From an optimization exercise on the open Yosys and OpenROAD flow, aimed at small area and a short achievable clock period; shortcuts taken in it are not production practice. The RTL was checked by simulation tests, not by an equivalence proof against the original design. Power and IR drop assume default switching activity.

--- design/flow/design.v ---
module TIMER_TOP (
	input  wire        sys_clk,
	input  wire        sys_rst_n,
	input  wire        tim_psel,
	input  wire        tim_write,
	input  wire        tim_penable,
	input  wire [11:0] tim_paddr,
	input  wire [31:0] tim_pwdata,
	output wire [31:0] tim_prdata,
	input  wire [3:0]  tim_pstrb,
	output wire        tim_pready,
	output wire        tim_int,
	input  wire        dbg_mode
);
	reg apb_wait;    
	reg rdy_rd;      
	reg rdy_wr;      
	always @(posedge sys_clk or negedge sys_rst_n) begin
		if (~sys_rst_n) begin
			apb_wait <= 1'b0;
			rdy_rd   <= 1'b0;
			rdy_wr   <= 1'b0;
		end else begin
			apb_wait <= tim_psel & ~tim_penable;
			rdy_rd   <= apb_wait & ~tim_write;
			rdy_wr   <= apb_wait &  tim_write;
		end
	end
	assign tim_pready = rdy_rd | rdy_wr;
	reg sel_tcr, sel_tdr0, sel_tdr1, sel_tcmp0, sel_tcmp1, sel_tier, sel_tisr, sel_thcsr;
	wire addr_hi0 = (tim_paddr[11:5] == 7'd0) & (tim_paddr[1:0] == 2'd0);
	wire [31:0] wdata = tim_pwdata & {{8{tim_pstrb[3]}}, {8{tim_pstrb[2]}}, {8{tim_pstrb[1]}}, {8{tim_pstrb[0]}}};
	wire we_tcr   = rdy_wr & sel_tcr;
	wire we_tdr0  = rdy_wr & sel_tdr0;
	wire we_tdr1  = rdy_wr & sel_tdr1;
	wire we_tcmp0 = rdy_wr & sel_tcmp0;
	wire we_tcmp1 = rdy_wr & sel_tcmp1;
	wire we_tier  = rdy_wr & sel_tier;
	wire we_tisr  = rdy_wr & sel_tisr;
	wire we_thcsr = rdy_wr & sel_thcsr;
	reg       timer_en;
	reg       div_en;
	reg [3:0] div_val;
	wire tcr_same   = {wdata[11:8], wdata[1]} == {div_val, div_en};
	wire tcr_gt8    = wdata[11] & (|wdata[10:8]);
	wire tcr_en_we  = we_tcr & tcr_same;
	wire tcr_div_we = we_tcr & ~wdata[0] & ~timer_en & ~tcr_gt8;
	always @(posedge sys_clk or negedge sys_rst_n) begin
		if (~sys_rst_n) begin
			timer_en <= 1'b0;
		end else if (tcr_en_we) begin
			timer_en <= wdata[0];
		end
	end
	always @(posedge sys_clk or negedge sys_rst_n) begin
		if (~sys_rst_n) begin
			div_en   <= 1'b0;
			div_val  <= 4'd1;
		end else if (tcr_div_we) begin
			div_en   <= wdata[1];
			div_val  <= wdata[11:8];
		end
	end
	reg int_en, int_st, halt_req;
	wire halt_ack = halt_req & dbg_mode;
	always @(posedge sys_clk or negedge sys_rst_n) begin
		if (~sys_rst_n) begin
			int_en   <= 1'b0;
			halt_req <= 1'b0;
		end else begin
			if (we_tier)  int_en   <= wdata[0];
			if (we_thcsr) halt_req <= wdata[0];
		end
	end
	assign tim_int = int_st & int_en;
	reg [7:0] p;
	reg       p_tc;
	wire [7:1] p_ones;    
	assign p_ones[1] = p[1];
	genvar gi;
	generate
		for (gi = 2; gi < 8; gi = gi + 1) begin : g_pones
			assign p_ones[gi] = p_ones[gi-1] & p[gi];
		end
	endgenerate
	reg p_before_tc;      
	always @(*) begin
		case (div_val)
			4'd1: p_before_tc = ~p[0];
			4'd2: p_before_tc = ~p[0] & p_ones[1];
			4'd3: p_before_tc = ~p[0] & p_ones[2];
			4'd4: p_before_tc = ~p[0] & p_ones[3];
			4'd5: p_before_tc = ~p[0] & p_ones[4];
			4'd6: p_before_tc = ~p[0] & p_ones[5];
			4'd7: p_before_tc = ~p[0] & p_ones[6];
			4'd8: p_before_tc = ~p[0] & p_ones[7];
			default: p_before_tc = 1'b0;
		endcase
	end
	wire div_zero = (div_val == 4'd0);
	always @(posedge sys_clk) begin
		if (~timer_en) begin
			p    <= 8'd0;
			p_tc <= div_zero;
		end else if (~halt_ack) begin
			p    <= p_tc ? 8'd0 : p + 8'd1;
			p_tc <= p_tc ? div_zero : p_before_tc;
		end
	end
	wire cnt_en = timer_en & ~halt_ack & (~div_en | p_tc);
	always @(posedge sys_clk) begin
		sel_tcr   <= sel_tcr_d;
		sel_tdr0  <= sel_tdr0_d;
		sel_tdr1  <= sel_tdr1_d;
		sel_tcmp0 <= sel_tcmp0_d;
		sel_tcmp1 <= sel_tcmp1_d;
		sel_tier  <= sel_tier_d;
		sel_tisr  <= sel_tisr_d;
		sel_thcsr <= sel_thcsr_d;
	end
	reg out_of_reset;
	always @(posedge sys_clk or negedge sys_rst_n) begin
		if (~sys_rst_n)
			out_of_reset <= 1'b0;
		else
			out_of_reset <= 1'b1;
	end
	reg timer_en_d;
	reg [31:0] cnt_lo, cnt_hi;
	wire clr = (timer_en_d & ~timer_en) | ~out_of_reset;
	always @(posedge sys_clk) begin
		timer_en_d <= timer_en;
	end
	wire [63:0] cnt = {cnt_hi, cnt_lo};
	wire [63:0] ones_below;    
	wire [7:0]  blk_ones;      
	genvar bi, bk;
	generate
		for (bi = 0; bi < 8; bi = bi + 1) begin : g_blk
			assign blk_ones[bi] = &cnt[8*bi+7:8*bi];
			for (bk = 0; bk < 8; bk = bk + 1) begin : g_bit
				if (bi == 0 && bk == 0)
					assign ones_below[0] = 1'b1;
				else if (bk == 0)
					assign ones_below[8*bi] = &blk_ones[bi-1:0];
				else
					assign ones_below[8*bi+bk] = ones_below[8*bi] & (&cnt[8*bi+bk-1:8*bi]);
			end
		end
	endgenerate
	wire [63:0] cnt_inc = cnt ^ ({64{cnt_en}} & ones_below);
	always @(posedge sys_clk) begin
		if (clr) begin
			cnt_lo <= 32'd0;
			cnt_hi <= 32'd0;
		end else begin
			cnt_lo <= we_tdr0 ? wdata : cnt_inc[31:0];
			cnt_hi <= we_tdr1 ? wdata : cnt_inc[63:32];
		end
	end
	reg [31:0] tcmp0_n, tcmp1_n;
	always @(posedge sys_clk) begin
		if (~out_of_reset) begin
			tcmp0_n <= 32'h0;
			tcmp1_n <= 32'h0;
		end else begin
			if (we_tcmp0) tcmp0_n <= ~wdata;
			if (we_tcmp1) tcmp1_n <= ~wdata;
		end
	end
	wire [31:0] tcmp0 = ~tcmp0_n, tcmp1 = ~tcmp1_n;
	wire cmp = ({tcmp1, tcmp0} == {cnt_hi, cnt_lo});
	always @(posedge sys_clk or negedge sys_rst_n) begin
		if (~sys_rst_n) begin
			int_st <= 1'b0;
		end else if (we_tisr & wdata[0]) begin
			int_st <= 1'b0;
		end else if (int_en & cmp) begin
			int_st <= 1'b1;
		end
	end
	wire sel_tcr_d   = addr_hi0 & (tim_paddr[4:2] == 3'd0);
	wire sel_tdr0_d  = addr_hi0 & (tim_paddr[4:2] == 3'd1);
	wire sel_tdr1_d  = addr_hi0 & (tim_paddr[4:2] == 3'd2);
	wire sel_tcmp0_d = addr_hi0 & (tim_paddr[4:2] == 3'd3);
	wire sel_tcmp1_d = addr_hi0 & (tim_paddr[4:2] == 3'd4);
	wire sel_tier_d  = addr_hi0 & (tim_paddr[4:2] == 3'd5);
	wire sel_tisr_d  = addr_hi0 & (tim_paddr[4:2] == 3'd6);
	wire sel_thcsr_d = addr_hi0 & (tim_paddr[4:2] == 3'd7);
	wire int_st_nw   = int_st | (int_en & cmp);
	reg [31:0] rd_q;
	reg        rd_halt_q;
	always @(posedge sys_clk) begin
		rd_q <=
			  ({32{sel_tcr_d}}   & {20'd0, div_val, 6'd0, div_en, timer_en})
			| ({32{sel_tdr0_d}}  & cnt_inc[31:0])
			| ({32{sel_tdr1_d}}  & cnt_inc[63:32])
			| ({32{sel_tcmp0_d}} & ~tcmp0_n)
			| ({32{sel_tcmp1_d}} & ~tcmp1_n)
			| ({32{sel_tier_d}}  & {31'd0, int_en})
			| ({32{sel_tisr_d}}  & {31'd0, int_st_nw})
			| ({32{sel_thcsr_d}} & {31'd0, halt_req});
		rd_halt_q <= sel_thcsr_d & halt_req;
	end
	assign tim_prdata = {rd_q[31:2], rd_q[1] | (rd_halt_q & dbg_mode), rd_q[0]};
endmodule
--- design/flow/flow/abc.script ---
&get -n
&st
&dch
&nf
&put
--- design/flow/flow/run.sh ---
#!/bin/bash
set -euo pipefail
WD=$PWD
CLUSTER=$(cat flow/cts_cluster_size 2>/dev/null || echo 30)
CTS_EXTRA=$(cat flow/cts_extra 2>/dev/null || true)
export BUFFER_PORTS_ARGS="-buffer_cell sky130_fd_sc_hd__buf_1"
export CTS_ARGS="-sink_clustering_enable -repair_clock_nets -buf_list sky130_fd_sc_hd__clkbuf_8 -dont_use_dummy_load -sink_clustering_size $CLUSTER $CTS_EXTRA"
if [[ -f flow/abc.script ]]; then
  rm -rf "$WD/scripts_abc"
  cp -r "$FLOW_HOME/scripts" "$WD/scripts_abc"
  cp flow/abc.script "$WD/scripts_abc/abc_speed.script"
  bash standard.sh "SCRIPTS_DIR=$WD/scripts_abc" synth > synth_flow.log 2>&1
fi
bash standard.sh "BUFFER_PORTS_ARGS=$BUFFER_PORTS_ARGS" "CTS_ARGS=$CTS_ARGS" finish > standard_flow.log 2>&1
--- design/flow/standard.sh ---
#!/bin/bash
# synth_recipe.tcl (not shown) runs the flow's synth.tcl, then flattens the netlist and writes it again
# the make line also repeats each setting of config.mk as NAME=value (left out here)
make -C /OpenROAD-flow-scripts/flow DESIGN_CONFIG=/design/flow/config.mk WORK_HOME=/design/flow/orfs CLKGATE_MAP_FILE= SYNTH_SCRIPT=/design/flow/synth_recipe.tcl "${@:-finish}"
--- design/flow/constraint.sdc ---
create_clock -name core_clock -period 5.5 [get_ports {sys_clk}]
set_input_delay 1.1000 -clock core_clock [delete_from_list [all_inputs] [get_ports {sys_clk}]]
set_output_delay 1.1000 -clock core_clock [all_outputs]
set_load 0.01 [all_outputs]
--- design/flow/config.mk ---
export PLATFORM = sky130hd
export DESIGN_NAME = TIMER_TOP
export DESIGN_NICKNAME = TIMER_TOP
export VERILOG_FILES = /design/flow/design.v
export SDC_FILE = /design/flow/constraint.sdc
export NUM_CORES = 4
export LEC_CHECK = 0
export CAP_MARGIN = 20
export CORE_MARGIN = 2
export CORE_UTILIZATION = 40
export SETUP_SLACK_MARGIN = 2.9
export SLEW_MARGIN = 20
==> results of run 1 <==
## repair_timing
action	4_1_cts	5_1_grt
cloned	1	0
resized for setup	18	19
buffers inserted	10	5
pin swaps	6	6
endpoints found under the setup margin	64	32
## layer usage
metal	wire length [um]	share of wire, %	vias to the layer above	track usage, %
li1	-	-	3963	-
met1	13900	47	4037	36.9
met2	12800	43	374	38.2
met3	2340	7.8	58	5.15
met4	806	2.7	0	8.82
met5	0	0	-	0
## path summary, 6_finish.rpt
path	start	to	slack, ps	cells after the start
min reg2reg	sel_tisr	int_st	440	1
min in group asynchronous	sys_rst_n	halt_req	710	1
max	dbg_mode	tim_prdata[1]	2900	3
min	sel_tisr	int_st	440	1
max reg2reg	cnt_lo[16]	rd_q[19]	2980	8
max in group asynchronous	sys_rst_n	rdy_wr	4210	1
## power breakdown
group	switching [mW]	total, mW	leakage, nW	internal (mW)
Clock	0.459	0.733	0.122	0.274
Combinational	0.0859	0.136	1.52	0.0501
Sequential	0.0211	1.43	1.60	1.41
## cells in the final DEF (no fill, tap or decap), types with 12 or more instances in the layout
master | Yosys | routed
o22a_1 | 27 | 27
nor4_1 | 24 | 12
nand3_1 | 24 | 22
clkinv_1 | 21 | 20
nand2_1 | 57 | 54
a21oi_1 | 144 | 144
nor2_1 | 38 | 36
buf_1 | 0 | 85
o22ai_1 | 18 | 18
xnor2_1 | 51 | 51
xor2_1 | 22 | 21
dfxtp_1 | 178 | 171
buf_4 | 31 | 23
and2_0 | 39 | 37
o221ai_1 | 31 | 31
nand4_1 | 26 | 26
o21ai_0 | 140 | 140
clkbuf_8 | 0 | 17
## state kept, by name (all words and copies together) (netlist names), 4 cells and up
name / flops
cnt_lo: 32
tcmp1_n: 32
p: 8
tcmp0_n: 32
div_val: 4
rd_q: 32
cnt_hi: 32
## logic make-up (layout without fill, tap and decap cells)
family	after synthesis	after routing	synth area share [%]
adder cells (fa/ha/maj)	2	2	0.284
multiplexers	3	3	0.369
other	1	1	0.0425
XOR/XNOR	73	73	7.25
AND/OR/NAND/NOR	260	261	15.6
flip-flops	192	192	44.5
buffers and inverters	52	149	3.53
AO/OA/AOI/OAI	417	417	28.5
## metrics by stage
stage	util [%]	power (mW)	area, um^2	setup slack [ps]	std cells
2_1_floorplan	-	1.53	8890	2690	1000
3_3_place_gp	43.3	1.58	9420	2000	1344
3_5_place_dp	43.3	1.58	9430	2170	1345
4_1_cts	45.3	2.31	9850	2880	1373
5_1_grt	45.8	2.38	9960	2840	1378
6_report	45.8	2.30	9960	2900	1378
## cell type report
cell class	count	area [um^2]	share of cell area, %
clock buffer	17	234	2.35
inverter	21	91.3	0.917
multi-input combinational	757	4830	48.5
sequential	192	3930	39.5
tap	280	350	3.52
timing repair buffer	111	523	5.25
==> summary.md, run 1 <==
| Metric | Value |
|---|---|
| Outcome | `timing/DRC/antenna clean` |
| Vias in the first global route | `8,098` |
| Clock latency of the later-clocked register in the worst-skew pair | `470 ps` |
| Root buffer cell | `clkbuf_8` |
| Critical path buffers and inverters | `2` |
| Number of buffers inserted during clock tree synthesis | `17` |
| Unique cell type count in the Yosys netlist | `between 50 and 60` |
| Final estimated routing congestion in global placement | `just under 1` |
| Final net count | `between 1,000 and 1,500` |
| Router iterations before antenna repair | `5` |
| Maximum capacitance violations | `0` |
| Flip-flop cell with the highest count after synthesis | `dfxtp_1` |
| Net Count, Synth | `approximately 1,100` |
| Cell leakage power | `3.24 nW` |
| Num Clock Sinks | `192` |
| Area of the die | `23,300 um^2` |
| Syn Inst Count | `1,000` |
| H-tree level count | `4` |
| Port Buffers | `87` |
| IR Drop Worst-Case VDD | `0.000117 V` |
| Hold WS | `441 ps` |
| Most frequent cells after synthesis | `dfxtp_1 (178), a21oi_1 (144), o21ai_0 (140)` |
| Tmin final | `2600 ps` |
| Startpoint type of the worst setup path | `input pin` |
| Post-synth ARST share | `6.77%` |
| Clock Pin Slew Worst Setup and Hold Paths | `90 ps` |
| Nature of the critical path endpoint | `output port` |
| RSZ-0062 raised after global routing | `true` |
| Ant diodes | `0` |
| Relative slew slack | `42.6%` |
| Total number of placement rows | `54` |
| Total congestion overflow after global routing | `0` |
| Share of post-route cells with drive strength above 1 | `7.56%` |
| Slowest Stage Delay on Critical Path | `160 ps` |
| Maximum number of pins on one net before global-route repair | `66` |
| Post-route clock skew | `23.1 ps` |
| Timing-limited maximum frequency | `0.384 GHz` |
| CP Data Required Time | `4400 ps` |
| Hold-fix buffers, CTS | `0` |
| Remaining design rule violation count | `0` |
| Total negative slack for setup checks | `0 ps` |
| Critical path, cell by cell | `buf_8 -> a21o_1 -> buf_2` |
| Detail Route Antenna Nets | `0` |
| Number of endpoints with negative hold slack in the final report | `0` |
| CTS tree | `done` |
| Largest fanout on the critical path | `3` |
| Area of the core | `21,800 um^2` |
| Global-route wire length before repair | `approximately 47,000 um` |
| Final Max Tran Viols | `0` |
| DRC violation total after the first TritonRoute iteration | `804` |
| Signed area change from the synthesized netlist to the final layout | `12.9%` |
| EDFF count, synth | `1` |
| Mean area per synthesized cell | `8.82 um^2` |
| Worst path top cell family by delay | `buffers and inverters` |
| Largest cells by area after synthesis | `dfxtp_1 (40%), a21oi_1 (8.2%), o21ai_0 (7.9%)` |
| Synth area leader | `dfxtp_1` |
| Clock buffer depth | `2` |
| Vertical die dimension | `152 um` |
| Endpoint arrival time on the critical path | `1500 ps` |
| Average via count per standard cell | `between 6 and 7` |
| Sequential area share after synthesis | `44.5%` |
| Total setup violations reported at the end of the flow | `0` |
| Antenna violations before repair | `1` |
| Worst Setup Path Type | `input pin to output port` |
| Synthesis warning total | `1` |
| Die X-Extent | `around 150 um` |
| Via total after detailed routing | `8,432` |
| FF+latch count, synth | `192` |
| Fill cell count | `between 2,000 and 2,500` |
| Fraction of synthesized cell area taken by the top area cell type | `between 40% and 50%` |
| Synthesized cell area | `approximately 9000 um^2` |
| Effective utilization at floorplan | `40.5%` |
| Gr usage total | `25.6%` |
| Path class of the lowest-slack min-delay path | `flip-flop to flip-flop` |
| Power density of the placed cells | `about 230 nW/um^2` |
| Slowest cell on the critical path | `a21o_1` |
| Top-count cell post-synth | `dfxtp_1` |
| # IOs | `88` |
| Final HPWL from detailed placement | `20,300 um` |
| Final Cycle Share | `47.3%` |
| Average wire per cell in the routed design | `roughly 22 um` |
| Final wirelength | `roughly 30,000 um` |
| Least-Margin Pin Slew | `861 ps` |
==> run 2: changes to the inputs <==
==> design/flow/flow/abc.script (replaced) <==
&get -n
&st
&syn2
&dch
&nf
&put
==> run 2 against run 1 <==
  * Final cell count is 4.4% higher
  * Largest cell class unchanged
  * Sequential share of layout area down 1.3 points
  * Highest routed layer unchanged
  * Via count down 4.2%
  * Sequential cell count unchanged
  * Register-to-register slack got worse by 240 ps
==> summary.md, run 2 <==
| Metric | Value |
|---|---|
| Final wirelength | `27,900 um` |
| Root buffer cell | `clkbuf_8` |
| Final estimated routing congestion in global placement | `around 0.87` |
| Instance area after placement | `9610 um^2` |
| Worst Setup Path Type | `flip-flop to flip-flop` |
| Hold Path Cell Cnt | `1` |
| Total negative slack for setup checks | `0 ps` |
| Synth area leader | `dfxtp_1` |
| Largest fanout on the critical path | `6` |
| Ant diodes | `0` |
| Area of the core | `21,900 um^2` |
| Final Cycle Share | `50.2%` |
| # IOs | `88` |
| Reg2reg setup slack | `2740 ps` |
| Average wire per cell in the routed design | `19.4 um` |
| Total Power | `2.31 mW` |
| Synthesized cell area | `about 9000 um^2` |
| Signed area change from the synthesized netlist to the final layout | `15.4%` |
| Num Clock Sinks | `192` |
| Router iterations before antenna repair | `5` |
| Global-route wire length before repair | `43,500 um` |
| Post-route setup slack | `2740 ps` |
| Vias in the first global route | `7,738` |
| EDFF count, synth | `1` |
| Reg-to-Reg Start | `cnt_lo[8]` |
| Number of buffers inserted during clock tree synthesis | `17` |
| H-tree level count | `4` |
| Relative slew slack | `about two fifths` |
| CTS tree | `done` |
| Die X-Extent | `154 um` |
| Maximum capacitance violations | `0` |
| Synthesis warning total | `1` |
| Post-synth ARST share | `6.77%` |
| Tmin final | `2760 ps` |
| Most frequent cells after synthesis | `dfxtp_1 (178), nor2_1 (150), o21ai_0 (137)` |
| Final HPWL from detailed placement | `18,400 um` |
| Path class of the lowest-slack min-delay path | `flip-flop to flip-flop` |
| Final design area excluding fillers | `10,300 um^2` |
| Power density of the placed cells | `224 nW/um^2` |
| Worst Min Path Start | `sel_thcsr` |
| Sequential area share after synthesis | `about 44%` |
| Maximum number of pins on one net before global-route repair | `66` |
| Timing-limited maximum frequency | `0.362 GHz` |
| CP Data Required Time | `between 5000 and 6000 ps` |
| Total congestion overflow after global routing | `0` |
| Unique cell type count in the Yosys netlist | `47` |
| Average via count per standard cell | `5.61` |
| Mean area per synthesized cell | `~8.5 um^2` |
| Flip-flop cell with the highest count after synthesis | `dfxtp_1` |
| Endpoint arrival time on the critical path | `3180 ps` |
| Remaining design rule violation count | `0` |
| Clock latency of the later-clocked register in the worst-skew pair | `490 ps` |
| Total setup violations reported at the end of the flow | `0` |
| Antenna violations before repair | `0` |
| Detail Route Antenna Nets | `0` |
| Clock buffer depth | `2` |
| Port Buffers | `a little under 90` |
| IR Drop Worst-Case VDD | `between 0.0001 and 0.00015 V` |
| Number of endpoints with negative hold slack in the final report | `0` |
| Worst Hold Path EP | `halt_req` |
| Worst r2r path cells | `9` |
| Number of instances in the placed design | `1,396` |
| Post-route clock skew | `27.0 ps` |
| Nature of the critical path endpoint | `flip-flop` |
| Final net count | `roughly 1,200` |
| Fraction of synthesized cell area taken by the top area cell type | `approximately two fifths` |
| Gr usage total | `between 20% and 30%` |
| Fill cell count | `roughly 2,200` |
| Least-Margin Pin Slew | `923 ps` |
| Terminus of the critical flop-to-flop path | `rd_q[10]` |
| Commonest cells after routing, fill and taps aside | `dfxtp_1 (162), nor2_1 (145), o21ai_0 (136), buf_1 (84), nand2_1 (77)` |
| Outcome | `timing/DRC/antenna clean` |
| Syn Inst Count | `1,052` |
| Startpoint type of the worst setup path | `flip-flop` |
| Post-route insts no fill | `1,439` |
| RSZ-0062 raised after global routing | `true` |
| Final Max Tran Viols | `0` |
| FF+latch count, synth | `about 190` |
| Clock Pin Slew Worst Setup and Hold Paths | `100 ps` |
| Cell leakage power | `~3.6 nW` |
| Effective utilization at floorplan | `41.0%` |
| Vertical die dimension | `154 um` |
| Leading cell type in the layout, fill and taps excluded | `dfxtp_1` |
| DRC violation total after the first TritonRoute iteration | `approximately 540` |
| Worst setup slack before clock tree synthesis | `2150 ps` |
| Area of the die | `23,600 um^2` |
| Share of post-route cells with drive strength above 1 | `10.5%` |
| Top-count cell post-synth | `dfxtp_1` |
| Largest cells by area after synthesis | `dfxtp_1 (40%), o21ai_0 (7.6%), xor2_1 (6.6%)` |
| Via total after detailed routing | `roughly 8,100` |
| Total number of placement rows | `54` |
| Net Count, Synth | `~1,100` |
run 2: changes by cell type after synthesis, sizes merged, moves of 5 or more:
cell / change
nor2: +112
a21oi: -68
xor2: +46
nand2: +25
o22ai: -15
clkinv: -12
a211oi: -7
a221oi: -6
a22o: -6
and4: -6
nor4: -6
xnor2: +6
or4: +5
run 2: timing repair:
action,in CTS,in global routing
endpoints found under the setup margin,62,60
resized for setup,32,40
hold buffers,0,0
pin swaps,14,14
setup buffers,17,9
run 2: power by group:
group	internal, mW	total (mW)	switching, mW
sequential	1.41	1.44	0.0261
clock	0.274	0.729	0.455
combinational	0.0568	0.149	0.0922
run 2: layout make-up:
class	instances	area, um^2	share of cell area, %
multi-input cells	820	5160	49.9
flip-flops and latches	192	3950	38.2
repair buffers	121	614	5.94
well taps	280	350	3.39
clock buffers	17	234	2.26
inverters	9	33.8	0.326
run 2: cell families (layout without fill, tap and decap cells):
| family | after synthesis | after routing | share of synthesized area [%] |
|---|---|---|---|
| flops | 192 | 192 | 43.7 |
| mux | 1 | 1 | 0.112 |
| fa+ha+maj | 2 | 2 | 0.279 |
| xor+xnor | 125 | 125 | 12.2 |
| simple gates | 386 | 386 | 20.1 |
| compound gates | 305 | 305 | 20.6 |
| other cells | 1 | 1 | 0.0418 |
| buf+inv | 40 | 147 | 2.97 |
run 2: through the flow:
step,util (%),hold WS (ps)
after CTS,46.0,444
final,47.3,454
after floorplan,-,420
after global routing,47.3,470
after global placement,43.9,428
after detailed placement,43.9,432
run 2: worst max-delay path by stage:
stage                 start        to  slack (ps)  cells after the start
6_report          cnt_lo[8]  rd_q[10]        2740                      9
4_1_cts           cnt_lo[1]  rd_q[31]        2700                      8
2_1_floorplan      dbg_mode  rd_q[21]        2770                      7
5_1_grt           cnt_hi[9]  rd_q[31]        2650                      8
3_5_place_dp   tim_paddr[1]   rd_q[8]        2150                      7
3_3_place_gp   tim_paddr[1]   rd_q[8]        2190                      7
run 2: routing by layer:
| layer | share of wire, % | track usage, % |
|---|---|---|
| met1 | 47 | 32.4 |
| met2 | 46 | 38.1 |
| met3 | 4.7 | 4.09 |
| met4 | 1.9 | 6.42 |
| met5 | 0 | 0 |
run 2: worst max-delay path, stage by stage (launching register included):
cell and delay [ps]:
dfxtp_2 400, nand4_1 170, or4_4 570, or4_4 590, buf_6 150, nor3_4 210
buf_6 150, nand3_4 90, xor2_4 210, o221ai_2 160
==> run 3: changes to the inputs <==
--- a/design/flow/design.v
+++ b/design/flow/design.v
@@ -31,2 +31,20 @@
 	wire addr_hi0 = (tim_paddr[11:5] == 7'd0) & (tim_paddr[1:0] == 2'd0);
+	wire sel_tcr_d   = addr_hi0 & (tim_paddr[4:2] == 3'd0);
+	wire sel_tdr0_d  = addr_hi0 & (tim_paddr[4:2] == 3'd1);
+	wire sel_tdr1_d  = addr_hi0 & (tim_paddr[4:2] == 3'd2);
+	wire sel_tcmp0_d = addr_hi0 & (tim_paddr[4:2] == 3'd3);
+	wire sel_tcmp1_d = addr_hi0 & (tim_paddr[4:2] == 3'd4);
+	wire sel_tier_d  = addr_hi0 & (tim_paddr[4:2] == 3'd5);
+	wire sel_tisr_d  = addr_hi0 & (tim_paddr[4:2] == 3'd6);
+	wire sel_thcsr_d = addr_hi0 & (tim_paddr[4:2] == 3'd7);
+	always @(posedge sys_clk) begin
+		sel_tcr   <= sel_tcr_d;
+		sel_tdr0  <= sel_tdr0_d;
+		sel_tdr1  <= sel_tdr1_d;
+		sel_tcmp0 <= sel_tcmp0_d;
+		sel_tcmp1 <= sel_tcmp1_d;
+		sel_tier  <= sel_tier_d;
+		sel_tisr  <= sel_tisr_d;
+		sel_thcsr <= sel_thcsr_d;
+	end
 	wire [31:0] wdata = tim_pwdata & {{8{tim_pstrb[3]}}, {8{tim_pstrb[2]}}, {8{tim_pstrb[1]}}, {8{tim_pstrb[0]}}};
@@ -110,12 +128,2 @@
 	wire cnt_en = timer_en & ~halt_ack & (~div_en | p_tc);
-	always @(posedge sys_clk) begin
-		sel_tcr   <= sel_tcr_d;
-		sel_tdr0  <= sel_tdr0_d;
-		sel_tdr1  <= sel_tdr1_d;
-		sel_tcmp0 <= sel_tcmp0_d;
-		sel_tcmp1 <= sel_tcmp1_d;
-		sel_tier  <= sel_tier_d;
-		sel_tisr  <= sel_tisr_d;
-		sel_thcsr <= sel_thcsr_d;
-	end
 	reg out_of_reset;
@@ -181,10 +189,2 @@
 	end
-	wire sel_tcr_d   = addr_hi0 & (tim_paddr[4:2] == 3'd0);
-	wire sel_tdr0_d  = addr_hi0 & (tim_paddr[4:2] == 3'd1);
-	wire sel_tdr1_d  = addr_hi0 & (tim_paddr[4:2] == 3'd2);
-	wire sel_tcmp0_d = addr_hi0 & (tim_paddr[4:2] == 3'd3);
-	wire sel_tcmp1_d = addr_hi0 & (tim_paddr[4:2] == 3'd4);
-	wire sel_tier_d  = addr_hi0 & (tim_paddr[4:2] == 3'd5);
-	wire sel_tisr_d  = addr_hi0 & (tim_paddr[4:2] == 3'd6);
-	wire sel_thcsr_d = addr_hi0 & (tim_paddr[4:2] == 3'd7);
 	wire int_st_nw   = int_st | (int_en & cmp);
==> design/flow/flow/abc.script (replaced) <==
&get -n
&st
&dch
&nf
&put
--- a/design/flow/config.mk
+++ b/design/flow/config.mk
@@ -12 +12,2 @@
 export SLEW_MARGIN = 20
+export TNS_END_PERCENT = 0
==> run 3 against run 2 <==
  * First-iteration DRC count is 6.6% higher
  * Non-clock buffer count is 19 lower
  * Die area down 1.0%
  * Clock skew about the same
  * Critical path depth is 6 lower
  * Sequential power hardly changed
  * Final cell count is 3.5% lower
==> summary.md, run 3 <==
| Metric | Value |
|---|---|
| Sequential area share after synthesis | `44.2%` |
| Total setup violations reported at the end of the flow | `0` |
| RSZ-0062 raised after global routing | `true` |
| Outcome | `timing/DRC/antenna clean` |
| Port Buffers | `87` |
| Slowest cell on the critical path | `a21o_1` |
| Total negative slack for setup checks | `0 ps` |
| Critical path, cell by cell | `buf_2 -> a21o_1 -> buf_1` |
| Synth area leader | `dfxtp_1` |
| Tmin final | `2600 ps` |
| Global-route wire length before repair | `between 40,000 and 50,000 um` |
| Vertical die dimension | `approximately 150 um` |
| Final Max Tran Viols | `0` |
| Timing-limited maximum frequency | `0.384 GHz` |
| Worst Setup Path Type | `input pin to output port` |
| Mean area per synthesized cell | `8.70 um^2` |
| FF+latch count, synth | `~190` |
| Hold-fix buffers, CTS | `0` |
| Gr usage total | `between 20 and 25%` |
| Nature of the critical path endpoint | `output port` |
| Router iterations before antenna repair | `5` |
| Fin util | `45.3%` |
| Maximum number of pins on one net before global-route repair | `66` |
| Area of the die | `~23,000 um^2` |
| Flip-flop cell with the highest count after synthesis | `dfxtp_1` |
| Clock Pin Slew Worst Setup and Hold Paths | `90 ps` |
| Total number of placement rows | `54` |
| Worst setup slack before clock tree synthesis | `1450 ps` |
| Ant diodes | `0` |
| Critical path buffers and inverters | `2` |
| Least-Margin Pin Slew | `between 700 and 800 ps` |
| Effective utilization at floorplan | `40.7%` |
| Synthesis warning total | `1` |
| Antenna violations before repair | `0` |
| Final net count | `between 1,000 and 1,500` |
| # IOs | `88` |
| Path class of the lowest-slack min-delay path | `flip-flop to flip-flop` |
| Startpoint type of the worst setup path | `input pin` |
| Most frequent cells after synthesis | `dfxtp_1 (178), o21ai_0 (156), a21oi_1 (146)` |
| Remaining design rule violation count | `0` |
| Root buffer cell | `clkbuf_8` |
| Maximum capacitance violations | `0` |
| Post-route setup slack | `2900 ps` |
| Area of the core | `21,800 um^2` |
| Total Power | `2.27 mW` |
| Leading cell type in the layout, fill and taps excluded | `dfxtp_1` |
| H-tree level count | `4` |
| Total congestion overflow after global routing | `0` |
| Average wire per cell in the routed design | `between 15 and 20 um` |
| CTS tree | `done` |
| IR Drop Worst-Case VDD | `0.000115 V` |
| Final estimated routing congestion in global placement | `0.874` |
| Signed area change from the synthesized netlist to the final layout | `11.3%` |
| Commonest cells after routing, fill and taps aside | `dfxtp_1 (177), o21ai_0 (156), a21oi_1 (146), buf_1 (86), nand2_1 (63)` |
| Vias in the first global route | `7,781` |
| Die X-Extent | `153 um` |
| Syn Inst Count | `about 1,000` |
| Power density of the placed cells | `230 nW/um^2` |
| Largest fanout on the critical path | `3` |
| Via total after detailed routing | `8,134` |
| Share of post-route cells with drive strength above 1 | `around 5.4%` |
| Fill cell count | `approximately 2,200` |
| Final wirelength | `26,900 um` |
| Cell leakage power | `3.27 nW` |
| Clock buffer depth | `2` |
| Start point of the critical path | `dbg_mode` |
| Post-route clock skew | `between 20 and 30 ps` |
| Number of buffers inserted during clock tree synthesis | `17` |
| Synthesized cell area | `between 8000 and 9000 um^2` |
| Clock latency of the later-clocked register in the worst-skew pair | `about 480 ps` |
| Detail Route Antenna Nets | `0` |
| Fraction of synthesized cell area taken by the top area cell type | `40.1%` |
| Largest cells by area after synthesis | `dfxtp_1 (40%), o21ai_0 (8.8%), a21oi_1 (8.2%)` |
| Worst Min Path Start | `sel_tisr` |
| CP Data Required Time | `4400 ps` |
| Worst path top cell family by delay | `buffers and inverters` |
| Post-synth ARST share | `about 6.8%` |
| Reg-to-Reg Start | `cnt_lo[18]` |
| Num Clock Sinks | `approximately 190` |
| Final HPWL from detailed placement | `17,700 um` |
| Relative slew slack | `47.1%` |
| EDFF count, synth | `1` |
| Slowest Stage Delay on Critical Path | `around 160 ps` |
| Top-count cell post-synth | `dfxtp_1` |
| Endpoint arrival time on the critical path | `1500 ps` |
| Number of endpoints with negative hold slack in the final report | `0` |
| Net Count, Synth | `1,076` |
| DRC violation total after the first TritonRoute iteration | `a little under 600` |
| Final Cycle Share | `47.3%` |
| Unique cell type count in the Yosys netlist | `between 40 and 50` |
| Average via count per standard cell | `5.86` |
run 3: stage by stage:
| step | hold WS, ps | instances | area, um^2 |
|---|---|---|---|
| 3_5_place_dp | 414 | 1366 | 9440 |
| 5_1_grt | 463 | 1389 | 9880 |
| 6_report | 428 | 1389 | 9880 |
| 2_1_floorplan | 402 | 1020 | 8900 |
| 4_1_cts | 427 | 1387 | 9800 |
| 3_3_place_gp | 412 | 1365 | 9420 |
run 3: logic make-up (layout without fill, tap and decap cells):
logic type               after synthesis  in the layout  share of synthesized area, %
adder cells (fa/ha/maj)                2              2                         0.282
flip-flops                           192            192                          44.2
XOR/XNOR                              89             89                          8.78
buffers and inverters                 50            138                          3.42
AND/OR/NAND/NOR                      283            284                          16.7
AO/OA/AOI/OAI                        400            400                          26.2
multiplexers                           3              3                         0.366
other                                  1              1                        0.0422
run 3: area by class of cell:
type	count	area (um^2)	share of cell area, %
repair buffers	102	453	4.58
inverters	19	83.8	0.848
clock buffers	17	234	2.37
multi-input cells	779	4840	49.0
flip-flops and latches	192	3920	39.7
well taps	280	350	3.54
run 3: worst reg2reg max path, stage by stage (launching register included):
cell and delay (ps):
dfxtp_1 410, nand2_1 200, or3_1 480, nor4_4 270, buf_4 230, nand2_1 230
nor4_2 250, xnor2_1 200, o221ai_1 160
run 3: path summary, 6_finish.rpt:
check / to / slack [ps] / cells past startpoint
hold / removal: int_st / 430 / 1
min in group asynchronous: out_of_reset / 670 / 1
setup / recovery: tim_prdata[1] / 2900 / 3
hold reg to reg: int_st / 430 / 1
max in group asynchronous: rdy_wr / 4290 / 1
setup reg to reg: rd_q[22] / 2940 / 8
run 3: repair_timing:
item	4_1_cts	5_1_grt
resized for setup	18	12
buffers inserted	3	2
endpoints found under the setup margin	84	46
cloned	1	0
pin swaps	4	2
run 3: per-layer routing:
layer  part of all wire (%)  wire length, um  GRT usage [%]  vias to the layer above
li1                       -                -              -                     3954
met4                    2.0              542           7.85                        0
met5                      0                0              0                        -
met1                     48            13000           32.6                     3907
met3                    5.3             1430           3.83                       36
met2                     45            12000           35.8                      237
run 3: power breakdown:
| group | leakage [nW] | switching [mW] | internal (mW) | total, mW |
|---|---|---|---|---|
| combinational | 1.55 | 0.0813 | 0.0478 | 0.129 |
| clock | 0.122 | 0.442 | 0.274 | 0.716 |
| sequential | 1.59 | 0.0208 | 1.41 | 1.43 |
==> run 4: changes to the inputs <==
--- a/design/flow/config.mk
+++ b/design/flow/config.mk
@@ -12,2 +12,2 @@
 export SLEW_MARGIN = 20
-export TNS_END_PERCENT = 0
+export TNS_END_PERCENT = 30
==> run 4 against run 3 <==
  * Sequential share of layout area is 0.072 points lower
  * Core utilization up 0.13 points
  * Critical path depth did not move
  * Sequential power about the same
  * First-iteration DRC count up 7.8%
  * Worst setup slack improved by 11 ps
  * Clock power rose by 0.8%
  * Largest cell class unchanged
  * Non-clock buffer count grew 2
  * Worst hold slack worse by 6.3 ps
==> summary.md, run 4 <==
| Metric | Value |
|---|---|
| Number of buffers inserted during clock tree synthesis | `17` |
| Timing-limited maximum frequency | `approximately 0.39 GHz` |
| Worst r2r path cells | `8` |
| Largest fanout on the critical path | `3` |
| RSZ-0062 raised after global routing | `true` |
| Share of post-route cells with drive strength above 1 | `6.03%` |
| Detail Route Antenna Nets | `0` |
| Part of the total power dissipated in the clock network | `31.7%` |
| Reg2reg setup slack | `2970 ps` |
| Area of the core | `roughly 22,000 um^2` |
| Reg-to-Reg Start | `cnt_lo[18]` |
| Post-route clock skew | `29.3 ps` |
| Vertical die dimension | `153 um` |
| Most frequent cells after synthesis | `dfxtp_1 (178), o21ai_0 (156), a21oi_1 (146)` |
| Met2 GRT Util | `34.6%` |
| Area of combinational cells with multiple inputs | `4850 um^2` |
| Port Buffers | `a little under 90` |
| Met1 usage in global routing | `32.8%` |
| Total negative slack for setup checks | `0 ps` |
| Flip-flop cell with the highest count after synthesis | `dfxtp_1` |
| Total congestion overflow after global routing | `0` |
| Area of the die | `23,400 um^2` |
| Gr usage total | `between 20 and 25%` |
| Worst path top cell family by delay | `buffers and inverters` |
| Register share of total power | `between 60% and 70%` |
| Met3 Usage GRT | `4.00%` |
| Clock latency of the later-clocked register in the worst-skew pair | `480 ps` |
| Average via count per standard cell | `5.83` |
| Synthesis warning total | `1` |
| Antenna violations before repair | `0` |
| Nature of the critical path endpoint | `output port` |
| Average wire per cell in the routed design | `19.2 um` |
| Net load switching power | `approximately 0.55 mW` |
| Fin util | `45.4%` |
| Sequential area share after synthesis | `44.2%` |
| Cell leakage power | `3.28 nW` |
| Fraction of power spent switching nets | `about a quarter` |
| Mean area per synthesized cell | `between 8 and 9 um^2` |
| Number of endpoints with negative hold slack in the final report | `0` |
| FF+latch count, synth | `between 150 and 200` |
| CP Data Required Time | `4400 ps` |
| Total setup violations reported at the end of the flow | `0` |
| Final net count | `1,169` |
| Critical path buffers and inverters | `2` |
| Terminus of the critical flop-to-flop path | `rd_q[30]` |
| Most utilized layer in the global route result | `met2` |
| Outcome | `timing/DRC/antenna clean` |
| Footprint of the flip-flops and latches | `between 3000 and 4000 um^2` |
| Final Max Tran Viols | `0` |
| Syn Inst Count | `1,020` |
| Internal power contribution | `about 1.7 mW` |
| EDFF count, synth | `1` |
| Final estimated routing congestion in global placement | `0.824` |
| DRC violation total after the first TritonRoute iteration | `around 630` |
| Least-Margin Pin Slew | `820 ps` |
| Worst Hold Path EP | `int_st` |
| Global-route wire length before repair | `42,500 um` |
| Clock buffer depth | `2` |
| CTS tree | `done` |
| H-tree level count | `4` |
| Die X-Extent | `roughly 150 um` |
| Startpoint type of the worst setup path | `input pin` |
| Start point of the critical path | `dbg_mode` |
| Num Clock Sinks | `192` |
| Fill cell count | `~2,200` |
| Worst Min Path Start | `sel_tisr` |
| Maximum capacitance violations | `0` |
| Part of the power in combinational logic | `5.8%` |
| # IOs | `88` |
| Synthesized cell area | `8880 um^2` |
| Top-count cell post-synth | `dfxtp_1` |
| Leading cell type in the layout, fill and taps excluded | `dfxtp_1` |
| Commonest cells after routing, fill and taps aside | `dfxtp_1 (174), o21ai_0 (156), a21oi_1 (146), buf_1 (86), nand2_1 (63)` |
| Final wirelength | `26,700 um` |
| Clock Pin Slew Worst Setup and Hold Paths | `roughly 90 ps` |
| Via total after detailed routing | `8,109` |
| Power density of the placed cells | `approximately 230 nW/um^2` |
| Root buffer cell | `clkbuf_8` |
| Path class of the lowest-slack min-delay path | `flip-flop to flip-flop` |
| Largest cells by area after synthesis | `dfxtp_1 (40%), o21ai_0 (8.8%), a21oi_1 (8.2%)` |
| Relative slew slack | `a little under half` |
| Worst Setup Path Type | `input pin to output port` |
| Total number of placement rows | `between 50 and 60` |
| Hold Path Cell Cnt | `1` |
| Post-synth ARST share | `6.77%` |
| Net Count, Synth | `1,076` |
| Ant diodes | `0` |
| IR Drop Worst-Case VDD | `between 0.00009 and 0.0001 V` |
| Fraction of synthesized cell area taken by the top area cell type | `40.1%` |
| Unique cell type count in the Yosys netlist | `48` |
| Effective utilization at floorplan | `40.7%` |
| Vias in the first global route | `7,564` |
| Hold-fix buffers, CTS | `0` |
| Synth area leader | `dfxtp_1` |
| Final HPWL from detailed placement | `17,500 um` |
| Remaining design rule violation count | `0` |
| Slowest Stage Delay on Critical Path | `160 ps` |
| Critical path, cell by cell | `clkbuf_2 -> a21o_1 -> buf_1` |
| Signed area change from the synthesized netlist to the final layout | `11.7%` |
| Tmin final | `2590 ps` |
| Router iterations before antenna repair | `5` |
| Slowest cell on the critical path | `a21o_1` |
| Post-route insts no fill | `1,391` |
| Maximum number of pins on one net before global-route repair | `66` |
| Number of instances in the placed design | `1,364` |
| Endpoint arrival time on the critical path | `1490 ps` |
| Final Cycle Share | `47.1%` |
==> run 4: cell count changes in the layout (fill, tap and decap cells not counted) <==
cell,before,now
or2_1,1,0
nor4_2,4,5
nor3_2,3,2
nor3_1,12,13
or3_4,0,1
nor4_1,19,18
dfxtp_2,1,4
buf_4,14,16
or2_4,0,1
or3_1,2,1
buf_2,1,0
dfxtp_1,177,174
clkbuf_2,0,1
==> run 4: how the worst max path moves through the flow <==
stage | end | slack (ps) | cells after the start
3_5_place_dp | rd_q[23] | 1970 | 9
2_1_floorplan | rd_q[0] | 2400 | 7
6_report | tim_prdata[1] | 2910 | 3
4_1_cts | tim_prdata[1] | 2840 | 3
3_3_place_gp | rd_q[23] | 2010 | 9
5_1_grt | rd_q[31] | 2820 | 7
==> run 4: final cells by class <==
cell class	count	share of cell area (%)
clock buffer	17	2.36
inverter	19	0.846
multi-input combinational	779	48.9
sequential	192	39.6
tap	280	3.53
timing repair buffer	104	4.72
==> run 4: per-layer routing <==
metal	routed length, um	vias up
met3	1390	40
met1	12800	3850
met4	507	0
met5	0	-
li1	-	3962
met2	12000	257
==> run 4: what timing repair did <==
| action | in CTS | in global routing |
|---|---|---|
| pin swaps | 3 | 4 |
| cloned | 1 | 0 |
| endpoints found under the setup margin | 67 | 57 |
| buffers inserted | 4 | 5 |
| resized for setup | 12 | 18 |
==> run 4: logic make-up (layout without fill, tap and decap cells) <==
| family | after synthesis | count (layout) | share of synthesized area [%] |
|---|---|---|---|
| xor gates and xnor gates | 89 | 89 | 8.78 |
| muxes | 3 | 3 | 0.366 |
| AOI/OAI and AO/OA | 400 | 400 | 26.2 |
| adders and majority gates | 2 | 2 | 0.282 |
| buffers and inverters | 50 | 140 | 3.42 |
| other | 1 | 1 | 0.0422 |
| DFF | 192 | 192 | 44.2 |
| and+or+nand+nor | 283 | 284 | 16.7 |
==> run 4: power groups by stage <==
stage,combinational (mW),sequential (mW),clock [mW]
finish,0.133,1.43,0.722
global route,0.149,1.43,0.780
CTS,0.131,1.43,0.734
detailed placement,0.125,1.46,0
global placement,0.124,1.46,0
floorplan,0.0737,1.45,0
==> run 4: per-stage QoR <==
stage	hold WS (ps)	area (um^2)	setup WS, ps	total power [mW]
2_1_floorplan	402	8920	2400	1.53
3_3_place_gp	413	9430	2010	1.58
3_5_place_dp	410	9450	1970	1.58
4_1_cts	422	9800	2840	2.29
5_1_grt	449	9910	2820	2.36
6_report	422	9910	2910	2.28
==> run 5: changes to the inputs <==
--- a/design/flow/design.v
+++ b/design/flow/design.v
@@ -31,20 +31,2 @@
 	wire addr_hi0 = (tim_paddr[11:5] == 7'd0) & (tim_paddr[1:0] == 2'd0);
-	wire sel_tcr_d   = addr_hi0 & (tim_paddr[4:2] == 3'd0);
-	wire sel_tdr0_d  = addr_hi0 & (tim_paddr[4:2] == 3'd1);
-	wire sel_tdr1_d  = addr_hi0 & (tim_paddr[4:2] == 3'd2);
-	wire sel_tcmp0_d = addr_hi0 & (tim_paddr[4:2] == 3'd3);
-	wire sel_tcmp1_d = addr_hi0 & (tim_paddr[4:2] == 3'd4);
-	wire sel_tier_d  = addr_hi0 & (tim_paddr[4:2] == 3'd5);
-	wire sel_tisr_d  = addr_hi0 & (tim_paddr[4:2] == 3'd6);
-	wire sel_thcsr_d = addr_hi0 & (tim_paddr[4:2] == 3'd7);
-	always @(posedge sys_clk) begin
-		sel_tcr   <= sel_tcr_d;
-		sel_tdr0  <= sel_tdr0_d;
-		sel_tdr1  <= sel_tdr1_d;
-		sel_tcmp0 <= sel_tcmp0_d;
-		sel_tcmp1 <= sel_tcmp1_d;
-		sel_tier  <= sel_tier_d;
-		sel_tisr  <= sel_tisr_d;
-		sel_thcsr <= sel_thcsr_d;
-	end
 	wire [31:0] wdata = tim_pwdata & {{8{tim_pstrb[3]}}, {8{tim_pstrb[2]}}, {8{tim_pstrb[1]}}, {8{tim_pstrb[0]}}};
@@ -128,2 +110,12 @@
 	wire cnt_en = timer_en & ~halt_ack & (~div_en | p_tc);
+	always @(posedge sys_clk) begin
+		sel_tcr   <= sel_tcr_d;
+		sel_tdr0  <= sel_tdr0_d;
+		sel_tdr1  <= sel_tdr1_d;
+		sel_tcmp0 <= sel_tcmp0_d;
+		sel_tcmp1 <= sel_tcmp1_d;
+		sel_tier  <= sel_tier_d;
+		sel_tisr  <= sel_tisr_d;
+		sel_thcsr <= sel_thcsr_d;
+	end
 	reg out_of_reset;
@@ -189,2 +181,10 @@
 	end
+	wire sel_tcr_d   = addr_hi0 & (tim_paddr[4:2] == 3'd0);
+	wire sel_tdr0_d  = addr_hi0 & (tim_paddr[4:2] == 3'd1);
+	wire sel_tdr1_d  = addr_hi0 & (tim_paddr[4:2] == 3'd2);
+	wire sel_tcmp0_d = addr_hi0 & (tim_paddr[4:2] == 3'd3);
+	wire sel_tcmp1_d = addr_hi0 & (tim_paddr[4:2] == 3'd4);
+	wire sel_tier_d  = addr_hi0 & (tim_paddr[4:2] == 3'd5);
+	wire sel_tisr_d  = addr_hi0 & (tim_paddr[4:2] == 3'd6);
+	wire sel_thcsr_d = addr_hi0 & (tim_paddr[4:2] == 3'd7);
 	wire int_st_nw   = int_st | (int_en & cmp);
--- a/design/flow/config.mk
+++ b/design/flow/config.mk
@@ -10,4 +10,3 @@
 export CORE_UTILIZATION = 40
-export SETUP_SLACK_MARGIN = 2.9
+export SETUP_SLACK_MARGIN = 2.8
 export SLEW_MARGIN = 20
-export TNS_END_PERCENT = 30
==> run 5 against run 4 <==
  * Fmax shrank 1.9%
  * Register-to-register slack got worse by 70 ps
  * Count of clock-buffer cells in the layout did not move
  * Synthesized cell count decreased by 2.0%
  * Critical endpoint is now rd_q[23]
  * Highest routed layer unchanged
  * First-iteration DRC count increased by 54%
  * Final area is 0.73% lower
==> summary.md, run 5 <==
| Metric | Value |
|---|---|
| Outcome | `timing/DRC/antenna clean` |
| RSZ-0062 raised after global routing | `false` |
| Net Count, Synth | `1,056` |
| Fraction of synthesized area in multiplexers | `less than 1%` |
| Antenna violations before repair | `1` |
| Die X-Extent | `between 150 and 200 um` |
| Global-route wire length before repair | `about 46,000 um` |
| Mean area per synthesized cell | `8.82 um^2` |
| FF+latch count, synth | `192` |
| Relative slew slack | `48.5%` |
| Flip-flop cell with the highest count after synthesis | `dfxtp_1` |
| Average wire per cell in the routed design | `21.3 um` |
| Clock latency of the later-clocked register in the worst-skew pair | `480 ps` |
| Maximum capacitance violations | `0` |
| Total Power | `2.28 mW` |
| Ant diodes | `0` |
| Gr usage total | `approximately a quarter` |
| Cell leakage power | `3.19 nW` |
| Top-count cell post-synth | `dfxtp_1` |
| Final net count | `~1,200` |
| Final wirelength | `around 29,000 um` |
| Post-synthesis compound-gate area fraction | `28.5%` |
| XOR/XNOR Fraction of Synth Area | `a little over 7%` |
| Worst Setup Path Type | `input pin to flip-flop` |
| Startpoint type of the worst setup path | `input pin` |
| Reg2reg setup slack | `2900 ps` |
| Signed area change from the synthesized netlist to the final layout | `11.6%` |
| Combinational family with the most area after synthesis | `compound AO/OA/AOI/OAI gates` |
| Part of the power in combinational logic | `5.8%` |
| Final HPWL from detailed placement | `19,700 um` |
| Largest fanout on the critical path | `15` |
| Terminus of the critical flop-to-flop path | `rd_q[21]` |
| Clock buffer depth | `2` |
| Num Clock Sinks | `192` |
| Post-synth ARST share | `6.77%` |
| Net load switching power | `roughly 0.55 mW` |
| EDFF count, synth | `1` |
| Sequential area share after synthesis | `about 44%` |
| Effective utilization at floorplan | `between 40% and 50%` |
| Share of post-route cells with drive strength above 1 | `6.04%` |
| Total congestion overflow after global routing | `0` |
| Nature of the critical path endpoint | `flip-flop` |
| Total negative slack for setup checks | `0 ps` |
| Via total after detailed routing | `slightly above 8,000` |
| Total number of placement rows | `54` |
| Fin util | `45.2%` |
| Average via count per standard cell | `6.04` |
| Area of the die | `23,300 um^2` |
| Vias in the first global route | `7,649` |
| Fill cell count | `2,212` |
| Most frequent cells after synthesis | `dfxtp_1 (178), a21oi_1 (144), o21ai_0 (140)` |
| Reg-to-Reg Start | `cnt_lo[17]` |
| Worst r2r path cells | `8` |
| Timing-limited maximum frequency | `~0.38 GHz` |
| CP Data Required Time | `roughly 6000 ps` |
| Commonest cells after routing, fill and taps aside | `dfxtp_1 (174), a21oi_1 (144), o21ai_0 (140), buf_1 (86), nand2_1 (54)` |
| Synthesized cell area | `8820 um^2` |
| Unique cell type count in the Yosys netlist | `53` |
| Number of buffers inserted during clock tree synthesis | `17` |
| Start point of the critical path | `dbg_mode` |
| Simple-gate share of the synthesized area | `around 16%` |
| Least-Margin Pin Slew | `~770 ps` |
| Clock Pin Slew Worst Setup and Hold Paths | `90 ps` |
| Detail Route Antenna Nets | `0` |
| Total setup violations reported at the end of the flow | `0` |
| Post-synthesis share of cell area spent on full adders, half adders and majority gates | `0.284%` |
| Final Max Tran Viols | `0` |
| Vertical die dimension | `between 150 and 200 um` |
| Synthesis warning total | `1` |
| Part of the total power dissipated in the clock network | `31.7%` |
| DRC violation total after the first TritonRoute iteration | `962` |
| Root buffer cell | `clkbuf_8` |
| Power density of the placed cells | `232 nW/um^2` |
| Area of the core | `21,800 um^2` |
| Register share of total power | `between 60 and 70%` |
| Final Cycle Share | `48.0%` |
| Remaining design rule violation count | `0` |
| H-tree level count | `4` |
| # IOs | `88` |
| Maximum number of pins on one net before global-route repair | `66` |
| Router iterations before antenna repair | `7` |
| Number of endpoints with negative hold slack in the final report | `0` |
| Post-route clock skew | `roughly 38 ps` |
| Syn Inst Count | `1,000` |
| Port Buffers | `87` |
| Endpoint arrival time on the critical path | `2970 ps` |
| IR Drop Worst-Case VDD | `0.000144 V` |
| Tmin final | `roughly 2600 ps` |
| Final estimated routing congestion in global placement | `0.939` |
| Post-route setup slack | `~2900 ps` |
| Internal power contribution | `1.73 mW` |
| Fraction of synthesized cell area taken by the top area cell type | `between 40% and 50%` |
| Synth area leader | `dfxtp_1` |
| Largest cells by area after synthesis | `dfxtp_1 (40%), a21oi_1 (8.2%), o21ai_0 (7.9%)` |
| CTS tree | `done` |
| CP Capture Point | `rd_q[23]` |
| Path class of the lowest-slack min-delay path | `flip-flop to flip-flop` |
| Leading cell type in the layout, fill and taps excluded | `dfxtp_1` |
| Fraction of power spent switching nets | `24.2%` |
| Worst setup slack before clock tree synthesis | `2090 ps` |
run 5: changes by cell type after synthesis, moves of 8 or more:
| cell | change |
|---|---|
| a221oi_1 | +8 |
| nand2_1 | -9 |
| o21ai_0 | -16 |
| o22ai_1 | +11 |
| xor2_1 | -13 |
run 5: layout make-up:
class                   count  area [um^2]  area share (%)
clock buffers              17          234            2.38
inverters                  21         86.3           0.877
multi-input cells         757         4780            48.6
flip-flops and latches    192         3930            39.9
well taps                 280          350            3.56
repair buffers            105          463            4.70
run 5: power by group through the flow:
| stage | logic, mW | clock network [mW] | registers [mW] |
|---|---|---|---|
| floorplan | 0.0744 | 0 | 1.45 |
| global placement | 0.124 | 0 | 1.46 |
| global route | 0.149 | 0.787 | 1.43 |
| CTS | 0.127 | 0.734 | 1.43 |
| detailed placement | 0.126 | 0 | 1.46 |
| finish | 0.132 | 0.722 | 1.43 |
run 5: per-layer routing:
metal  up-vias  track usage, %  share of wire (%)
met2       374            37.2                 44
met4         0            6.39                1.9
met1      3928            36.3                 47
met5         -               0                  0
met3        48            4.27                7.5
li1       3934               -                  -
run 5: worst min-delay path by stage:
stage               slack, ps  endpoint  cells past startpoint  startpoint
CTS                       430    int_st                      1    sel_tisr
finish                    430    int_st                      1    sel_tisr
global route              450    int_st                      1    sel_tisr
detailed placement        420    int_st                      1    sel_tisr
global placement          420    int_st                      1    sel_tisr
floorplan                 400    int_st                      1    sel_tisr
run 5: kinds of logic after synthesis:
family | after synthesis
muxes | 3
AOI/OAI and AO/OA | 417
adders and majority gates | 2
DFF | 192
buffers and inverters | 52
and+or+nand+nor | 260
other | 1
xor gates and xnor gates | 73
run 5: critical path, cell delays in order:
cell      delay (ps)
clkbuf_2         130
a21boi_4         290
nand2_8           90
inv_8            130
nand4_1          240
nor4_4           490
nand4_1          160
xor2_1           200
o221ai_1         150
run 5: metrics by stage:
| stage | area [um^2] | hold WS [ps] | cells |
|---|---|---|---|
| finish | 9840 | 433 | 1372 |
| global route | 9840 | 449 | 1372 |
| CTS | 9720 | 432 | 1365 |
| detailed placement | 9430 | 420 | 1345 |
| global placement | 9430 | 415 | 1345 |
| floorplan | 8900 | 402 | 1000 |
run 5: repair_timing:
action                                 CTS  global route
buffers inserted                         3             6
pin swaps                                2             5
gates resized for setup                  5            16
setup endpoints to repair               59            48
hold buffers                             0             0
endpoints found under the hold margin    0             0
cloned                                   0             1
==> run 6: changes to the inputs <==
--- a/design/flow/config.mk
+++ b/design/flow/config.mk
@@ -10,3 +10,3 @@
 export CORE_UTILIZATION = 40
-export SETUP_SLACK_MARGIN = 2.8
+export SETUP_SLACK_MARGIN = 2.95
 export SLEW_MARGIN = 20
==> run 6 against run 5 <==
  * Register-to-register slack improved by 70 ps
  * Die area did not move
  * Combinational power rose by 7%
  * Non-clock buffer count rose by 14
  * Still clean
  * Clock power rose by 0.7%
  * Synthesized cell count did not move
  * Sequential cell count did not move
  * Wire length rose by 4.7%
  * Worst hold slack got worse by 4.7 ps
  * Final area rose by 2.7%
  * Fmax rose by 2.4%
  * Sequential share of layout area fell by 0.98 points
==> summary.md, run 6 <==
| Metric | Value |
|---|---|
| Most frequent cells after synthesis | `dfxtp_1 (178), a21oi_1 (144), o21ai_0 (140)` |
| Critical path, cell by cell | `buf_8 -> a21o_1 -> buf_6` |
| FF+latch count, synth | `192` |
| Via total after detailed routing | `8,500` |
| Unique cell type count in the Yosys netlist | `53` |
| Flip-flop cell with the highest count after synthesis | `dfxtp_1` |
| Number of endpoints with negative hold slack in the final report | `0` |
| Signed area change from the synthesized netlist to the final layout | `14.6%` |
| Clock latency of the later-clocked register in the worst-skew pair | `490 ps` |
| DRC violation total after the first TritonRoute iteration | `approximately 1,000` |
| Timing-limited maximum frequency | `0.388 GHz` |
| Total Power | `2.29 mW` |
| Clock buffer depth | `2` |
| Effective utilization at floorplan | `40.5%` |
| Commonest cells after routing, fill and taps aside | `dfxtp_1 (168), a21oi_1 (144), o21ai_0 (139), buf_1 (84), nand2_1 (53)` |
| Tmin final | `roughly 2600 ps` |
| Gr usage total | `about a quarter` |
| Final estimated routing congestion in global placement | `0.963` |
| Power density of the placed cells | `227 nW/um^2` |
| Fraction of synthesized cell area taken by the top area cell type | `roughly two fifths` |
| Outcome | `timing/DRC/antenna clean` |
| Relative slew slack | `between 40% and 50%` |
| IR Drop Worst-Case VDD | `about 0.00012 V` |
| Area of the core | `21,800 um^2` |
| Fill cell count | `2,189` |
| Leading cell type in the layout, fill and taps excluded | `dfxtp_1` |
| Worst Setup Path Type | `input pin to output port` |
| CP Data Required Time | `4400 ps` |
| Clock Pin Slew Worst Setup and Hold Paths | `100 ps` |
| Area of the die | `about 23,000 um^2` |
| Largest fanout on the critical path | `2` |
| H-tree level count | `4` |
| Num Clock Sinks | `192` |
| Maximum number of pins on one net before global-route repair | `66` |
| Antenna violations before repair | `1` |
| Final net count | `between 1,000 and 1,500` |
| Total setup violations reported at the end of the flow | `0` |
| Endpoint arrival time on the critical path | `1480 ps` |
| Final Max Tran Viols | `0` |
| Remaining design rule violation count | `0` |
| Synth area leader | `dfxtp_1` |
| Vias in the first global route | `approximately 8,000` |
| Average wire per cell in the routed design | `approximately 22 um` |
| Top-count cell post-synth | `dfxtp_1` |
| Detail Route Antenna Nets | `0` |
| Synthesis warning total | `1` |
| Cell leakage power | `3.33 nW` |
| Total congestion overflow after global routing | `0` |
| Slowest cell on the critical path | `a21o_1` |
| Largest cells by area after synthesis | `dfxtp_1 (40%), a21oi_1 (8.2%), o21ai_0 (7.9%)` |
| Final wirelength | `30,500 um` |
| Average via count per standard cell | `6.13` |
| Mean area per synthesized cell | `between 8 and 9 um^2` |
| RSZ-0062 raised after global routing | `true` |
| Number of buffers inserted during clock tree synthesis | `17` |
| Path class of the lowest-slack min-delay path | `flip-flop to flip-flop` |
| Total number of placement rows | `between 50 and 60` |
| EDFF count, synth | `1` |
| Startpoint type of the worst setup path | `input pin` |
| Total negative slack for setup checks | `0 ps` |
| Vertical die dimension | `152 um` |
| CTS tree | `done` |
| Router iterations before antenna repair | `6` |
| Nature of the critical path endpoint | `output port` |
| Synthesized cell area | `8820 um^2` |
| Number of instances in the placed design | `1,345` |
| Final HPWL from detailed placement | `20,000 um` |
| Ant diodes | `0` |
| Die X-Extent | `152 um` |
| # IOs | `88` |
| Global-route wire length before repair | `between 40,000 and 50,000 um` |
| Root buffer cell | `clkbuf_8` |
| Post-synth ARST share | `6.77%` |
| Fin util | `46.5%` |
| Net Count, Synth | `~1,100` |
| Sequential area share after synthesis | `roughly 44%` |
| Least-Margin Pin Slew | `806 ps` |
| Port Buffers | `between 80 and 90` |
| Share of post-route cells with drive strength above 1 | `9.21%` |
| Syn Inst Count | `1,000` |
| Slowest Stage Delay on Critical Path | `160 ps` |
| Final Cycle Share | `46.9%` |
| Post-route clock skew | `between 40 and 50 ps` |
| Maximum capacitance violations | `0` |
| Post-route insts no fill | `1,387` |
[run 6: cell counts after synthesis]
No cell type changed its count.
[run 6: final cells by class]
type                            count  area [um^2]  area share, %
Timing Repair Buffer              119          636           6.29
Multi-Input combinational cell    758         4860           48.1
Clock buffer                       17          234           2.31
Inverter                           21         91.3          0.903
Sequential cell                   192         3930           38.9
Tap cell                          280          350           3.47
[run 6: critical path: cells and delay by family]
family	cells	cell delay [ps]
buffers and inverters	2	220
AOI/OAI and AO/OA	1	160
[run 6: path summary, 6_finish.rpt]
kind,start,end,slack [ps],cells after the start
max in group asynchronous,sys_rst_n,rdy_wr,4290,1
setup reg to reg,cnt_lo[5],rd_q[12],2970,8
setup / recovery,dbg_mode,tim_prdata[1],2920,3
hold reg to reg,sel_tisr,int_st,430,1
min in group asynchronous,sys_rst_n,rdy_rd,670,1
hold / removal,sel_tisr,int_st,430,1
[run 6: power breakdown]
group,switching [mW],internal [mW],total [mW]
clock,0.453,0.274,0.727
sequential,0.0204,1.41,1.43
combinational,0.0882,0.0525,0.141
[run 6: per-layer routing]
layer / wire length (um) / track usage [%]
met5: 0 / 0
met4: 721 / 7.58
met3: 2710 / 4.61
met2: 13100 / 38.3
met1: 14000 / 37.3
[run 6: metrics by stage]
step	hold WS [ps]	setup slack, ps	instance area [um^2]
floorplan	402	2690	8900
global placement	417	2240	9430
detailed placement	414	2180	9430
CTS	429	2900	9900
global route	448	2880	10100
finish	428	2920	10100
[run 6: cells by family (layout without fill, tap and decap cells)]
family	count (synthesis)	after routing	synth area share, %
AO/OA/AOI/OAI	417	417	28.5
XOR/XNOR	73	73	7.25
buffers and inverters	52	157	3.53
multiplexers	3	3	0.369
adder cells (fa/ha/maj)	2	2	0.284
other	1	1	0.0425
AND/OR/NAND/NOR	260	262	15.6
flip-flops	192	192	44.5
[run 6: repair_timing]
item / in CTS / in global routing
buffers inserted: 13 / 10
hold endpoints to repair: 0 / 0
setup endpoints to repair: 66 / 55
gates resized for setup: 23 / 30
pin swaps: 8 / 12
cloned: 1 / 1
hold buffers: 0 / 0
==> run 7: changes to the inputs <==
--- a/design/flow/config.mk
+++ b/design/flow/config.mk
@@ -10,3 +10,3 @@
 export CORE_UTILIZATION = 40
-export SETUP_SLACK_MARGIN = 2.95
+export SETUP_SLACK_MARGIN = 2.85
 export SLEW_MARGIN = 20
==> run 7 against run 6 <==
  * Critical path type is now input pin to flip-flop
  * Count of clock-buffer cells in the layout unchanged
  * Die area unchanged
  * Wire length decreased by 3.7%
  * Clock skew is 2.9 ps lower
  * Sequential share of layout area rose by 0.75 points
  * Sequential power about the same
  * Non-clock buffer count is 9 lower
  * Core utilization shrank 0.96 points
  * Clock power is essentially flat
==> summary.md, run 7 <==
| Metric | Value |
|---|---|
| Final estimated routing congestion in global placement | `0.964` |
| Largest fanout on the critical path | `15` |
| Num Clock Sinks | `between 150 and 200` |
| Path class of the lowest-slack min-delay path | `flip-flop to flip-flop` |
| Antenna violations before repair | `1` |
| Effective utilization at floorplan | `40.5%` |
| Commonest cells after routing, fill and taps aside | `dfxtp_1 (174), a21oi_1 (144), o21ai_0 (140), buf_1 (86), nand2_1 (54)` |
| RSZ-0062 raised after global routing | `true` |
| Port Buffers | `87` |
| Post-synthesis share of cell area spent on full adders, half adders and majority gates | `less than 1%` |
| Share of post-route cells with drive strength above 1 | `between 6 and 7%` |
| Number of buffers inserted during clock tree synthesis | `17` |
| Power density of the placed cells | `approximately 230 nW/um^2` |
| Post-route clock skew | `39.3 ps` |
| XOR/XNOR Fraction of Synth Area | `slightly above 7%` |
| Area of the die | `between 20,000 and 25,000 um^2` |
| Simple-gate share of the synthesized area | `15.6%` |
| Worst Min Path Start | `sel_tisr` |
| Fill cell count | `2,208` |
| Clock buffer depth | `2` |
| Root buffer cell | `clkbuf_8` |
| Total negative slack for setup checks | `0 ps` |
| Post-route setup slack | `around 2900 ps` |
| Worst Setup Path Type | `input pin to flip-flop` |
| Hold Path Cell Cnt | `1` |
| Worst setup slack before clock tree synthesis | `2120 ps` |
| Average wire per cell in the routed design | `21.3 um` |
| Clock Pin Slew Worst Setup and Hold Paths | `90 ps` |
| Outcome | `timing/DRC/antenna clean` |
| Final Max Tran Viols | `0` |
| Final Cycle Share | `48.1%` |
| Gr usage total | `roughly 25%` |
| Post-synth ARST share | `6.77%` |
| Final wirelength | `29,400 um` |
| Total congestion overflow after global routing | `0` |
| Sequential area share after synthesis | `between 40% and 50%` |
| Remaining design rule violation count | `0` |
| Tmin final | `2650 ps` |
| Most frequent cells after synthesis | `dfxtp_1 (178), a21oi_1 (144), o21ai_0 (140)` |
| FF+latch count, synth | `192` |
| Syn Inst Count | `approximately 1,000` |
| Average via count per standard cell | `approximately 6` |
| Vertical die dimension | `152 um` |
| Cell leakage power | `between 3 and 4 nW` |
| Nature of the critical path endpoint | `flip-flop` |
| Die X-Extent | `about 150 um` |
| # IOs | `around 90` |
| Net Count, Synth | `1,056` |
| Slowest Stage Delay on Critical Path | `roughly 310 ps` |
| DRC violation total after the first TritonRoute iteration | `784` |
| Largest cells by area after synthesis | `dfxtp_1 (40%), a21oi_1 (8.2%), o21ai_0 (7.9%)` |
| Final net count | `1,155` |
| Router iterations before antenna repair | `5` |
| EDFF count, synth | `1` |
| Fraction of synthesized cell area taken by the top area cell type | `40.4%` |
| IR Drop Worst-Case VDD | `0.000126 V` |
| Endpoint arrival time on the critical path | `a little under 3000 ps` |
| Synthesis warning total | `1` |
| Flip-flop cell with the highest count after synthesis | `dfxtp_1` |
| Total number of placement rows | `54` |
| Fraction of synthesized area in multiplexers | `0.369%` |
| Worst Hold Path EP | `int_st` |
| Post-route insts no fill | `1,377` |
| Total setup violations reported at the end of the flow | `0` |
| CTS tree | `done` |
| Slowest cell on the critical path | `a21boi_4` |
| Ant diodes | `0` |
| Vias in the first global route | `7,670` |
| Detail Route Antenna Nets | `0` |
| Worst r2r path cells | `8` |
| Synthesized cell area | `8820 um^2` |
[run 7: cell counts after synthesis]
No cell type changed its count.
[run 7: what timing repair did]
action / CTS / global route
gates resized for setup: 9 / 14
gates cloned: 0 / 1
hold buffers: 0 / 0
setup buffers: 9 / 5
setup endpoints to repair: 61 / 33
pin swaps: 3 / 3
[run 7: through the flow]
| stage | cell area (um^2) | hold slack [ps] | utilization [%] |
|---|---|---|---|
| floorplan | 8900 | 402 | - |
| global placement | 9430 | 407 | 43.3 |
| detailed placement | 9440 | 416 | 43.4 |
| CTS | 9800 | 444 | 45.0 |
| global route | 9900 | 463 | 45.5 |
| finish | 9900 | 441 | 45.5 |
[run 7: worst max-delay path by stage]
| stage | startpoint | slack [ps] | endpoint | cells after the start |
|---|---|---|---|---|
| after floorplan | tim_paddr[11] | 2690 | rd_q[0] | 7 |
| after global placement | tim_paddr[11] | 1990 | rd_q[2] | 8 |
| after detailed placement | dbg_mode | 2120 | rd_q[23] | 9 |
| after CTS | tim_paddr[11] | 2890 | rd_q[11] | 6 |
| after global routing | dbg_mode | 2810 | rd_q[29] | 9 |
| final | dbg_mode | 2850 | rd_q[29] | 9 |
[run 7: layer usage]
layer  wire length (um)  global-route usage, %
met2              12800                   38.0
met1              13700                   35.6
met4                656                   6.48
met5                 14                      0
met3               2210                   5.26
[run 7: kinds of logic (layout without fill, tap and decap cells)]
group,Yosys count,in the layout
simple gates,260,261
compound gates,417,417
mux,3,3
flops,192,192
fa+ha+maj,2,2
other cells,1,1
xor+xnor,73,73
buf+inv,52,148
[run 7: power breakdown]
part | total, mW | switching (mW) | internal, mW
registers | 1.43 | 0.0203 | 1.41
logic | 0.132 | 0.0840 | 0.0478
clock network | 0.730 | 0.455 | 0.275
[run 7: cell type report]
class	instances	area [um^2]	share of cell area [%]
clock buffers	17	234	2.36
inverters	21	91.3	0.923
multi-input cells	757	4790	48.4
flip-flops and latches	192	3930	39.7
well taps	280	350	3.54
repair buffers	110	508	5.13
